Background: an optimization exercise with open tools, aiming at small area. Do not read the settings as production practice.
Only simulation tests tie the RTL to the original design; equivalence was not proved.
No activity file was given, so power comes from the tool's default toggle rates. The flow treats the clock pin as an ideal source, which a real chip does not have.

==> flow/design.v (excerpt) <==
module TCAM #(parameter WORD_WIDTH = 16, parameter MEMORY_SIZE = 32)
				 (input [WORD_WIDTH-1: 0] A, K,
				  input [$clog2(MEMORY_SIZE)-1: 0] write_addr,
				  input read, write, reset, clk,
				  output [MEMORY_SIZE-1: 0] matched);
Size in the first run: about 2,800 cells after synthesis, about 73 I/O pins, about 0.036 sq mm of cells after synthesis.
==> module TCAM, before the edit <==
module TCAM #(parameter WORD_WIDTH = 16, parameter MEMORY_SIZE = 32)
				 (input [WORD_WIDTH-1: 0] A, K,
				  input [$clog2(MEMORY_SIZE)-1: 0] write_addr,
				  input read, write, reset, clk,
				  output [MEMORY_SIZE-1: 0] matched);
	wire wr = write & ~read;
	wire [3: 0] pa;
	wire [MEMORY_SIZE/4-1: 0] pb;
	genvar j;
	generate
		for (j = 0; j < 4; j = j + 1) begin : pdec_a
			assign pa[j] = wr & (write_addr[1: 0] == j);
		end
		for (j = 0; j < MEMORY_SIZE/4; j = j + 1) begin : pdec_b
			assign pb[j] = (write_addr[$clog2(MEMORY_SIZE)-1: 2] == j);
		end
	endgenerate
	wire [WORD_WIDTH-1: 0] dx = K & ~A;
	wire [WORD_WIDTH-1: 0] dy = K & A;
	wire [WORD_WIDTH-1: 0] ka1 = K & A;
	wire [WORD_WIDTH-1: 0] ka0 = K & ~A;
	wire rd = reset & read;
	wire [MEMORY_SIZE-1: 0] match_d;
	reg [MEMORY_SIZE-1: 0] match_q;
	assign matched = match_q;
	genvar i, b;
	generate
		for (i = 0; i < MEMORY_SIZE; i = i + 1) begin : entry
			reg [WORD_WIDTH-1: 0] mx, my;
			wire [WORD_WIDTH-1: 0] mx_d, my_d;
			wire ldx, kpx, ldy, kpy;
			RowCtl row (.pa(pa[i % 4]), .pb(pb[i / 4]), .reset(reset), .nrst(~reset),
			            .ldx(ldx), .kpx(kpx), .ldy(ldy), .kpy(kpy));
			for (b = 0; b < WORD_WIDTH; b = b + 1) begin : col
				FlagHold hold (.ldx(ldx), .kpx(kpx), .ldy(ldy), .kpy(kpy),
				               .dx(dx[b]), .dy(dy[b]), .qx(mx[b]), .qy(my[b]),
				               .nx(mx_d[b]), .ny(my_d[b]));
			end
			always @(posedge clk) begin
				mx <= mx_d;
				my <= my_d;
			end
			Comparator #(.WORD_WIDTH(WORD_WIDTH)) comparator (.mx(mx), .my(my), .ka1(ka1), .ka0(ka0),
			                                                  .rd(rd), .nrd(~rd), .q(matched[i]), .d(match_d[i]));
		end
	endgenerate
	always @(posedge clk)
		match_q <= match_d;
endmodule
==> module RowCtl, before the edit <==
module RowCtl (input pa, pb, reset, nrst, output ldx, kpx, ldy, kpy);
	wire sel = pa & pb;
	assign ldx = sel | nrst;
	assign kpx = ~(sel & reset);
	assign ldy = sel & reset;
	assign kpy = ~(sel | nrst);
endmodule
==> flow/config.mk <==
export PLATFORM = sky130hd
export DESIGN_NAME = TCAM
export DESIGN_NICKNAME = TCAM
export VERILOG_FILES = /design/flow/design.v
export SDC_FILE = /design/flow/constraint.sdc
export NUM_CORES = 4
export LEC_CHECK = 0
export CAP_MARGIN = 0
export CORE_MARGIN = 2
export CORE_UTILIZATION = 60
export PLACE_DENSITY = 0.85
export SLEW_MARGIN = 0
export SYNTH_HIERARCHICAL = 1
export SYNTH_MINIMUM_KEEP_SIZE = 0
==> flow/constraint.sdc <==
create_clock -name core_clock -period 5.0 [get_ports {clk}]
set_input_delay 1.0000 -clock core_clock [delete_from_list [all_inputs] [get_ports {clk}]]
set_output_delay 1.0000 -clock core_clock [all_outputs]
set_load 0.01 [all_outputs]
standard.sh (not shown) runs the stock make flow with config.mk's settings and CLKGATE_MAP_FILE= SYNTH_SCRIPT=/design/flow/synth_recipe.tcl, a recipe that flattens the netlist after the stock synthesis.
==> flow/flow/run.sh <==
#!/bin/bash
# The standard ORFS layout with a few changes:
#  - after the standard synthesis, combinational cells are reset to drive
#    strength 1 (flow/downsize.py); the placer's repair sizes up what needs it
#  - port buffers are buf_1 cells
#  - CTS clusters sinks into larger groups and inserts no dummy loads
# Each step's output goes to a log of its own here; ORFS keeps its own logs
# under orfs/logs.
set -euo pipefail
R=orfs/results/$FLOW_PLATFORM/TCAM/base
LIB=$FLOW_HOME/platforms/$FLOW_PLATFORM/lib/sky130_fd_sc_hd__tt_025C_1v80.lib

bash standard.sh synth > synth.log 2>&1
python3 flow/downsize.py "$LIB" "$R/1_2_yosys.v" > downsize.log 2>&1
rm -f "$R/1_synth.odb" "$R/1_synth.sdc"
bash standard.sh \
  BUFFER_PORTS_ARGS="-buffer_cell sky130_fd_sc_hd__buf_1" \
  CTS_ARGS="-sink_clustering_enable -repair_clock_nets -sink_clustering_size 30 -sink_clustering_max_diameter 80 -dont_use_dummy_load" \
  finish > standard.log 2>&1
==> flow/flow/downsize.py <==
#!/usr/bin/env python3
"""Replace each combinational cell of a mapped netlist by the drive-strength-1
variant of the same cell, where the library has one. Flip-flops are left
alone. The placer's repair steps size cells up again where slew, load or
timing need it.

usage: downsize.py LIBERTY NETLIST  (the netlist is rewritten in place)
"""
import re
import sys

lib, path = sys.argv[1], sys.argv[2]
cells = set(re.findall(r'cell\s*\(\s*"?(\w+)"?\s*\)', open(lib).read()))
keep = re.compile(r'sky130_fd_sc_hd__(s?e?df|dl|clk|conb|tap|fill|decap|diode)')
count = {}


def sub(m):
    name, base = m.group(0), m.group(1)
    if keep.match(name):
        return name
    small = base + '_1'
    if small == name or small not in cells:
        return name
    count[name] = count.get(name, 0) + 1
    return small


text = open(path).read()
text = re.sub(r'\b(sky130_fd_sc_hd__\w+?)_\d+\b(?=\s)', sub, text)
open(path, 'w').write(text)
for k in sorted(count):
    print(f'{k}: {count[k]} replaced')
The first run completed and failed the layout checks on max-capacitance violations, max-slew violations.
Rerun with:
--- a/flow/design.v
+++ b/flow/design.v
@@ -49,17 +49,6 @@
 				  input read, write, reset, clk,
 				  output [MEMORY_SIZE-1: 0] matched);
 	wire wr = write & ~read;
-	wire [3: 0] pa;
-	wire [MEMORY_SIZE/4-1: 0] pb;
-	genvar j;
-	generate
-		for (j = 0; j < 4; j = j + 1) begin : pdec_a
-			assign pa[j] = wr & (write_addr[1: 0] == j);
-		end
-		for (j = 0; j < MEMORY_SIZE/4; j = j + 1) begin : pdec_b
-			assign pb[j] = (write_addr[$clog2(MEMORY_SIZE)-1: 2] == j);
-		end
-	endgenerate
 	wire [WORD_WIDTH-1: 0] dx = K & ~A;
 	wire [WORD_WIDTH-1: 0] dy = K & A;
 	wire [WORD_WIDTH-1: 0] ka1 = K & A;
@@ -73,9 +62,11 @@
 		for (i = 0; i < MEMORY_SIZE; i = i + 1) begin : entry
 			reg [WORD_WIDTH-1: 0] mx, my;
 			wire [WORD_WIDTH-1: 0] mx_d, my_d;
-			wire ldx, kpx, ldy, kpy;
-			RowCtl row (.pa(pa[i % 4]), .pb(pb[i / 4]), .reset(reset), .nrst(~reset),
-			            .ldx(ldx), .kpx(kpx), .ldy(ldy), .kpy(kpy));
+			wire sel  = wr & (write_addr == i);
+			wire ldx = sel | ~reset;
+			wire kpx = ~sel | ~reset;
+			wire ldy = sel & reset;
+			wire kpy = ~sel & reset;
 			for (b = 0; b < WORD_WIDTH; b = b + 1) begin : col
 				FlagHold hold (.ldx(ldx), .kpx(kpx), .ldy(ldy), .kpy(kpy),
 				               .dx(dx[b]), .dy(dy[b]), .qx(mx[b]), .qy(my[b]),
@@ -92,13 +83,6 @@
 	always @(posedge clk)
 		match_q <= match_d;
 endmodule
-module RowCtl (input pa, pb, reset, nrst, output ldx, kpx, ldy, kpy);
-	wire sel = pa & pb;
-	assign ldx = sel | nrst;
-	assign kpx = ~(sel & reset);
-	assign ldy = sel & reset;
-	assign kpy = ~(sel | nrst);
-endmodule
 module FlagHold (input ldx, kpx, ldy, kpy, dx, dy, qx, qy,
                  output nx, ny);
 	assign nx = (ldx | qx) & (kpx | dx);
Effect:
- This time the run produced a clean layout
- non-clock buffer count goes up by 11
- count of clock-buffer cells in the layout stays the same
- clock power stays flat
- combinational power is about the same
- via count climbs by 1.2%
- design area came out higher by about 0.5%
- power hardly moves

==> static timing again, ports no longer ideal <==
The results above use ideal ports. As a check the final layouts listed here were re-extracted and re-timed, cells and wires unchanged. Step 1 sets driving cells, clkbuf_16 on the clock port and buf_2 on the other inputs (assumed; they add their load-dependent delay and slew). Step 2 adds t to the input delays and takes it off the output delays; t is the mean of the earliest and latest rising clock arrival at the registers after step 1. Input paths then give back, and output paths get back, about the clock's delay inside the block. Three values: ideal ports, drivers, drivers and shift; two values: the first two.
run | t (ns) | slack for setup (ns) | clock arrival spread, ns
the first run | 0.676 | 1.720 / 1.758 / 1.082 | 0.032 / 0.032
the second run | 0.681 | 1.628 / 1.567 / 0.886 | 0.024 / 0.024
The setup slack of the second run, which loses most, moves by -0.061 ns with the drivers and by -0.742 ns with both steps.
